What follows belongs to an exercise in optimizing a design on an open flow for small area, a short achievable clock period and few clock cycles; a production flow would make more cautious choices. The RTL was checked by simulation tests, not by an equivalence proof against the original design.

==> v33: inputs <==
## auv_top
module auv_top (
    input   logic           clk, rst_n,
    output  logic   [11:0]  imem_adr,
    input   logic   [31:0]  imem_dat,
    output  logic   [23:0]  wb_adr_o,
    input   logic   [15:0]  wb_dat_i,
    output  logic   [15:0]  wb_dat_o,
    output  logic   [ 1:0]  wb_sel_o,
    output  logic           wb_we_o, wb_stb_o, wb_cyc_o,
    input   logic           wb_ack_i, wb_stall_i
);
clock: 12.0 ns
lec_check: 0
cap_margin: 20
core_margin: 2
core_utilization: 40
slew_margin: 20
standard.sh (not shown) runs the stock make flow with config.mk's settings and CLKGATE_MAP_FILE= SYNTH_SCRIPT=/design/flow/synth_recipe.tcl, a recipe that flattens the netlist after the stock synthesis.
==> flow/flow/run.sh <==
#!/bin/bash
set -euo pipefail
bash standard.sh SETUP_SLACK_MARGIN=8 finish > standard.log 2>&1
==> v23 (differences from v33) <==
--- a/flow/design.v
+++ b/flow/design.v
@@ -106,16 +106,21 @@
     input   logic   [ 2:0]  funct3,
     output  logic   [31:0]  result,
     output  logic   [31:0]  sum,
     output  logic           br_cond
 );
-    logic [32:0] add33;
-    assign add33 = {1'b0, op1} + {1'b0, op2 ^ {32{sub}}} + {32'h0, sub};
-    assign sum = add33[31:0];
+    logic cout;
+    auv_add #( .W(32) ) adder (
+        .a      ( op1               ),
+        .b      ( op2               ),
+        .cin    ( sub               ),
+        .sum    ( sum               ),
+        .cout   ( cout              )
+    );
     logic ltu, lt, cmp;
-    assign ltu = ~add33[32];
-    assign lt = (op1[31] ^ op2[31]) ? op1[31] : add33[31];
+    assign ltu = ~cout;
+    assign lt = (op1[31] ^ ~op2[31]) ? op1[31] : sum[31];
     assign cmp = cmp_u ? ltu : lt;
     logic [4:0] sham;
     assign sham = op2[4:0];
     logic [31:0] mask, lb, lbn;
     assign mask = 32'h1 << sham;
@@ -124,11 +129,11 @@
     logic [31:0] x_and, x_or, x_xor;
     assign x_and = op1 & lbn;
     assign x_or = op1 | lb;
     assign x_xor = op1 ^ lb;
     logic eq;
-    assign eq = (op1 == op2);
+    assign eq = &(op1 ^ op2);
     assign br_cond = (funct3[2] ? cmp : eq) ^ funct3[0];
     logic [31:0] sh_in, sh_r, sh_out;
     always_comb
         for (int i = 0; i < 32; i++)
             sh_in[i] = sh_left ? op1[31-i] : op1[i];
@@ -147,10 +152,43 @@
         if (r_or)   result = result | x_or;
         if (r_xor)  result = result | x_xor;
         if (r_link) result = result | link;
     end
 endmodule
+module auv_add #(
+    parameter integer W = 32
+) (
+    input   logic   [W-1:0] a, b,
+    input   logic           cin,
+    output  logic   [W-1:0] sum,
+    output  logic           cout
+);
+    localparam integer N = W + 1;           
+    localparam integer L = $clog2(N);
+    logic [N-1:0] g [0:L];
+    logic [N-1:0] p [0:L];
+    assign g[0][0] = cin;
+    assign p[0][0] = 1'b0;
+    assign g[0][N-1:1] = a & b;
+    assign p[0][N-1:1] = a ^ b;
+    genvar l, i;
+    generate
+        for (l = 0; l < L; l = l + 1) begin : lev
+            for (i = 0; i < N; i = i + 1) begin : pos
+                if (((i >> l) & 1) == 1) begin : comb
+                    assign g[l+1][i] = g[l][i] | (p[l][i] & g[l][((i >> l) << l) - 1]);
+                    assign p[l+1][i] = p[l][i] & p[l][((i >> l) << l) - 1];
+                end else begin : pass
+                    assign g[l+1][i] = g[l][i];
+                    assign p[l+1][i] = p[l][i];
+                end
+            end
+        end
+    endgenerate
+    assign sum = p[0][N-1:1] ^ g[L][N-2:0];
+    assign cout = g[L][N-1];
+endmodule
 `timescale 1ns/1ns
 module auv_top (
     input   logic           clk, rst_n,
     output  logic   [11:0]  imem_adr,
     input   logic   [31:0]  imem_dat,
@@ -168,10 +206,11 @@
     logic [31:2] s_inst;
     logic [21:0] pc_d;           
     logic        pf_fresh;       
     logic        e_valid;
     logic [31:0] e_op1, e_op2;
+    logic [21:0] e_pc;
     logic [31:0] e_x;            
     logic [ 3:0] e_rd;
     logic [ 2:0] e_f3;
     logic        e_wr, e_load, e_ldw, e_store, e_br, e_jal, e_jalr;
     logic        e_sub, e_cmp_u;
@@ -188,11 +227,17 @@
     logic [ 3:0] ld_rd;
     logic [ 2:0] ld_f3;
     logic        ld_a0;
     logic [15:0] word_buf;
     logic [21:0] pc_d_inc;
-    assign pc_d_inc = pc_d + 22'd1;
+    auv_add #( .W(22) ) pc_d_add (
+        .a      ( pc_d      ),
+        .b      ( 22'h0     ),
+        .cin    ( 1'b1      ),
+        .sum    ( pc_d_inc  ),
+        .cout   (           )
+    );
     logic        f_ok;
     assign f_ok = started & (f_adr == (s_valid ? pc_d_inc[11:0] : pc_d[11:0]));
     logic [31:2] d_inst;
     logic        d_valid;
     assign d_inst = s_valid ? s_inst : imem_dat[31:2];
@@ -235,14 +280,21 @@
     );
     logic [3:0] d_rs1, d_rs2, d_rd;
     assign d_rs1 = d_inst[18:15];
     assign d_rs2 = d_inst[23:20];
     assign d_rd = d_inst[10:7];
-    logic [21:0] d_off, d_tgt;
+    logic [21:0] d_off;
+    logic [11:0] d_tgt;
     assign d_off = d_jal ? {{4{d_inst[31]}}, d_inst[19:12], d_inst[20], d_inst[30:22]}
                          : {{12{d_inst[31]}}, d_inst[7], d_inst[30:25], d_inst[11:9]};
-    assign d_tgt = pc_d + d_off;
+    auv_add #( .W(12) ) tgt_add (
+        .a      ( pc_d[11:0]    ),
+        .b      ( d_off[11:0]   ),
+        .cin    ( 1'b0          ),
+        .sum    ( d_tgt         ),
+        .cout   (               )
+    );
     logic [31:0] e_result, e_sum;
     logic        e_cond;
     auv_execute alu (
         .op1        ( e_op1         ),
         .op2        ( e_op2         ),
@@ -265,11 +317,19 @@
         .result     ( e_result      ),
         .sum        ( e_sum         ),
         .br_cond    ( e_cond        )
     );
     logic [21:0] e_tgt;
-    assign e_tgt = e_jalr ? e_sum[23:2] : e_x[21:0];
+    logic [21:0] e_btgt;
+    auv_add #( .W(22) ) btgt_add (
+        .a      ( e_pc          ),
+        .b      ( e_x[21:0]     ),
+        .cin    ( 1'b0          ),
+        .sum    ( e_btgt        ),
+        .cout   (               )
+    );
+    assign e_tgt = e_jalr ? e_sum[23:2] : e_btgt;
     logic [31:0] ld_data;
     always_comb
         case (ld_f3[1:0])
             2'd0: begin
                 if (ld_a0)
@@ -325,12 +385,12 @@
                 2'd1: d_op1 = {d_rv1[30:0], 1'b0};
                 2'd2: d_op1 = {d_rv1[29:0], 2'b0};
                 2'd3: d_op1 = {d_rv1[28:0], 3'b0};
                 default: d_op1 = d_rv1;
             endcase
-    assign d_op2 = d_op2_imm ? d_imm : d_rv2;
-    assign d_x = d_store ? d_rv2 : {10'h0, d_tgt};
+    assign d_op2 = (d_op2_imm ? d_imm : d_rv2) ^ {32{d_sub}};
+    assign d_x = d_store ? d_rv2 : {10'h0, d_off};
     logic dep1, dep2, interlock;
     assign dep1 = (e_valid & e_ldw & (e_rd == d_rs1)) |
                   (ld_pend & ld_wr & ~ld_fin & (ld_rd == d_rs1));
     assign dep2 = (e_valid & e_ldw & (e_rd == d_rs2)) |
                   (ld_pend & ld_wr & ~ld_fin & (ld_rd == d_rs2));
@@ -341,17 +401,23 @@
     logic lost;                  
     assign lost = f_ok & s_valid & ~d_go;
     logic pf_go;
     assign pf_go = d_go & (d_jal | (d_br & d_inst[31]));
     logic [11:0] pcf_inc;
-    assign pcf_inc = pcf + 12'd1;
+    auv_add #( .W(12) ) pcf_add (
+        .a      ( pcf       ),
+        .b      ( 12'h0     ),
+        .cin    ( 1'b1      ),
+        .sum    ( pcf_inc   ),
+        .cout   (           )
+    );
     logic wd;                    
     assign wd = ~d_valid & (pcf != pc_d[11:0]);
     logic [11:0] pcf_nr;         
     always_comb
         if (pf_go)
-            pcf_nr = d_tgt[11:0];
+            pcf_nr = d_tgt;
         else if (pf_fresh | lost)
             pcf_nr = d_valid ? pc_d_inc[11:0] : pc_d[11:0];
         else if (wd)
             pcf_nr = pc_d[11:0];
         else
@@ -392,10 +458,11 @@
             e_valid <= 1'b0;
         else if (~hold_e)
             e_valid <= d_valid & ~interlock & ~redirect;
     always_ff @( posedge clk )
         if (~hold_e) begin
+            e_pc <= pc_d;
             e_op1 <= d_op1;
             e_op2 <= d_op2;
             e_x <= d_x;
             e_rd <= d_rd;
             e_f3 <= d_inst[14:12];
==> flow/flow/run.sh (replaced) <==
#!/bin/bash
set -euo pipefail
bash standard.sh SETUP_SLACK_MARGIN=8 TNS_END_PERCENT=5 finish > standard.log 2>&1
--- a/flow/config.mk
+++ b/flow/config.mk
@@ -6,6 +6,7 @@
 export NUM_CORES = 4
 export LEC_CHECK = 0
 export CAP_MARGIN = 20
 export CORE_MARGIN = 2
 export CORE_UTILIZATION = 40
+export CTS_BUF_LIST = sky130_fd_sc_hd__clkbuf_4 sky130_fd_sc_hd__clkbuf_8
 export SLEW_MARGIN = 20
==> results.cfg <==
[run_status]
status = finished clean

[clock_network]
numClockSinks = 773

[final_layout]
final-nonclk-buf-share = 0.0994
seq-cell-share = 0.382

[synth]
syn-num-nets = 4528

[global_routing]
grt_antenna_before_repair = 3
grt_util_met2 = 0.475
-- figures above: v33

==> results.cfg <==
[final_layout]
seq-cell-share = 0.385
final-nonclk-buf-share = 0.0980

[run_status]
status = finished clean

[synth]
ys_ff_latch = 795
syn-num-nets = 4650

[sta]
whs_ps = 404

[global_routing]
grt_antenna_before_repair = 11
-- figures above: v23

Testbench counts of v33, summed over its fixed seeds: cycles 133,081.
Testbench counts of v23, summed over its fixed seeds: cycles 133,081.

re-timing with driven ports:
Ports are ideal in the flow. The routed layouts listed here were re-timed in OpenROAD. Step 1: set_driving_cell puts a clkbuf_16 on clk and a buf_2 on each other input, an assumption about the parent block. Step 2 times the ports against the registers' clock, not the clock port: input delays grow and output delays shrink by t, the midpoint of the rising clock arrivals with the driver on. a / b / c = ideal ports / drivers / drivers and shift; a / b = the first two.
run | shift t [ns] | slack for setup (ns) | hold slack, ns | worst setup path after step 2
v33 | 0.752 | 6.401 / 6.436 / 5.684 | 0.431 / 0.431 / 0.431 | input to register
v23 | 0.940 | 7.330 / 7.351 / 6.411 | 0.404 / 0.404 / 0.404 | input to register
After both steps every run listed still meets setup and hold. The setup slack of v23, which loses most, moves by +0.021 ns with the drivers and by -0.919 ns with both steps.
